Background: an optimization exercise with open tools, aiming at small area, a short achievable clock period and few clock cycles per item. Do not read the settings as production practice.
Where RTL was checked, it was by simulation tests only, not by an equivalence proof against the original.
No activity file was given, so power comes from the tool's default toggle rates.

Design mult_unit, start of the top module:
module mult_unit (
    input  logic        clk_i,
    input  logic        rst_ni,
    input  logic        start_i,
    input  logic [2:0]  op_type_i,
    input  logic [31:0] operand_a_i,
    input  logic [31:0] operand_b_i,
    output logic [31:0] result_o,
    output logic        done_o,
    output logic        exception_valid_o,
    output logic [31:0] exception_cause_o
);
    logic a_sgn, b_sgn;
    assign a_sgn = ~(op_type_i[1] & op_type_i[0]);
    assign b_sgn = ~op_type_i[1];
    logic [33:0] am;    
    assign am = {operand_a_i[31] & a_sgn, operand_a_i, 1'b0};
    logic [32:0] bm;    
    assign bm = {operand_b_i, 1'b0};
    logic [15:0] one, two, neg, negz;
    logic [577:0] pp;
    genvar gj, gi;
    generate
        for (gj = 0; gj < 16; gj = gj + 1) begin : g_booth
            logic [33:0] x;    
            assign one[gj]  = bm[2*gj+1] ^ bm[2*gj];
            assign two[gj]  = (bm[2*gj+2] & ~bm[2*gj+1] & ~bm[2*gj]) | (~bm[2*gj+2] & bm[2*gj+1] & bm[2*gj]);
            assign neg[gj]  = bm[2*gj+2];
            assign negz[gj] = bm[2*gj+2] & ~(bm[2*gj+1] & bm[2*gj]);
            assign x = {am[33], am[33:1]} ^ {34{neg[gj]}};
            assign pp[gj*34] = (one[gj] & x[0]) | (two[gj] & neg[gj]);
            for (gi = 1; gi < 33; gi = gi + 1) begin : g_bit
                assign pp[gj*34+gi] = (one[gj] & x[gi]) | (two[gj] & x[gi-1]);
            end
            assign pp[gj*34+33] = ~((one[gj] | two[gj]) & x[33]);
        end
    endgenerate
    logic d16;
    assign d16 = operand_b_i[31] & ~b_sgn;
    generate
        for (gi = 0; gi < 33; gi = gi + 1) begin : g_row16
            assign pp[16*34+gi] = d16 & am[gi+1];
  ...
clock: 15.0 ns
lec_check: 0
abc_area: 1
cap_margin: 20
core_margin: 2
core_utilization: 60
cts_buf_list: sky130_fd_sc_hd__clkbuf_8
cts_cluster_size: 40
slew_margin: 20
synth_hierarchical: 1
synth_minimum_keep_size: 0
standard.sh (not shown) runs the stock make flow with config.mk's settings and CLKGATE_MAP_FILE= SYNTH_SCRIPT=/design/flow/synth_recipe.tcl, a recipe that flattens the netlist after the stock synthesis.
==> flow/flow/run.sh <==
#!/bin/bash
# The standard layout, with repair_timing asked for extra setup slack and plain port buffers
bash standard.sh SETUP_SLACK_MARGIN=8.0 "BUFFER_PORTS_ARGS=-buffer_cell sky130_fd_sc_hd__buf_2" finish > standard.log 2>&1
The starting point ran to the end with no violations.
Testbench counts at the start, summed over its fixed seeds: cycles 1,608, ops 1,600.
Then changed:
--- a/flow/design.v
+++ b/flow/design.v
@@ -22,13 +22,13 @@
     logic [15:0] one, two, neg, negz;
     logic [577:0] pp;
     genvar gj, gi;
     generate
         for (gj = 0; gj < 16; gj = gj + 1) begin : g_booth
             logic [33:0] x;    
-            assign one[gj]  = bm[2*gj+1] ^ bm[2*gj];
+            mu_xor u_one (.a(bm[2*gj+1]), .b(bm[2*gj]), .y(one[gj]));
             assign two[gj]  = (bm[2*gj+2] & ~bm[2*gj+1] & ~bm[2*gj]) | (~bm[2*gj+2] & bm[2*gj+1] & bm[2*gj]);
             assign neg[gj]  = bm[2*gj+2];
             assign negz[gj] = bm[2*gj+2] & ~(bm[2*gj+1] & bm[2*gj]);
             assign x = {am[33], am[33:1]} ^ {34{neg[gj]}};
             assign pp[gj*34] = (one[gj] & x[0]) | (two[gj] & neg[gj]);
             for (gi = 1; gi < 33; gi = gi + 1) begin : g_bit
@@ -980,35 +980,13 @@
     assign exception_cause_o = '0;
 endmodule
 module mu_fa (input logic a, input logic b, input logic c, output logic s, output logic co);
     assign s  = a ^ b ^ c;
     assign co = (a & b) | (a & c) | (b & c);
 endmodule
-module mu_pp_lo (input logic [2:0] b, input logic [17:0] am, output logic [16:0] pp, output logic neg);
-    logic one, two;
-    assign one = b[1] ^ b[0];
-    assign two = (b[2] & ~b[1] & ~b[0]) | (~b[2] & b[1] & b[0]);
-    assign neg = b[2] & ~(b[1] & b[0]);
-    genvar i;
-    generate
-        for (i = 0; i < 17; i = i + 1) begin : g_bit
-            assign pp[i] = ((one & am[i+1]) | (two & am[i])) ^ neg;
-        end
-    endgenerate
-endmodule
-module mu_pp_hi (input logic [2:0] b, input logic [16:0] am, output logic [16:0] pp);
-    logic one, two, neg;
-    assign one = b[1] ^ b[0];
-    assign two = (b[2] & ~b[1] & ~b[0]) | (~b[2] & b[1] & b[0]);
-    assign neg = b[2] & ~(b[1] & b[0]);
-    genvar i;
-    generate
-        for (i = 0; i < 16; i = i + 1) begin : g_bit
-            assign pp[i] = ((one & am[i+1]) | (two & am[i])) ^ neg;
-        end
-    endgenerate
-    assign pp[16] = ~(((one | two) & am[16]) ^ neg);
+module mu_xor (input logic a, input logic b, output logic y);
+    assign y = a ^ b;
 endmodule
 module mu_ha (input logic a, input logic b, output logic s, output logic co);
     assign s  = a ^ b;
     assign co = a & b;
 endmodule
The changed run finished with timing, DRC and antenna clean.
Wire length grows by roughly a tenth.
Design area is about the same.
Setup slack is worse by 74 ps.
Utilization stays flat.
Count of clock-buffer cells in the layout grows by 1.
Maximum frequency shrinks slightly.
Synthesized cell count grows slightly.
Final cell count grows slightly.
Sequential power grows by a few percent.
Die area barely changes.
Global-route usage grows by 4.2 points.
Via count grows by a few percent.
Worst hold slack is better by 50 ps.
Only the layout flow was run in the second run of this note; the RTL was not checked for function there.

==> static timing again, ports no longer ideal <==
In the flow no input, the clock included, has a driving cell. The finished layouts below were timed again as built, in two steps. Step 1: set_driving_cell puts a clkbuf_16 on clk_i and a buf_2 on each other input, an assumption about the parent block. Step 2 times the ports against the registers' clock, not the clock port: input delays grow and output delays shrink by t, the midpoint of the rising clock arrivals with the driver on. a / b / c = ideal ports / drivers / drivers and shift; a / b = the first two.
run	t, ns	setup WS [ns]	hold slack, ns	worst register clock-pin slew, ns
the first run	0.601	8.069 / 8.101 / 7.500	2.195 / 2.161 / 2.762	0.09 / 0.09
the second run	0.564	7.995 / 8.023 / 7.459	2.245 / 2.213 / 2.777	0.10 / 0.10
After both steps setup and hold are still met in every run listed. The setup slack of the first run, which loses most, moves by +0.032 ns with the drivers and by -0.569 ns with both steps.
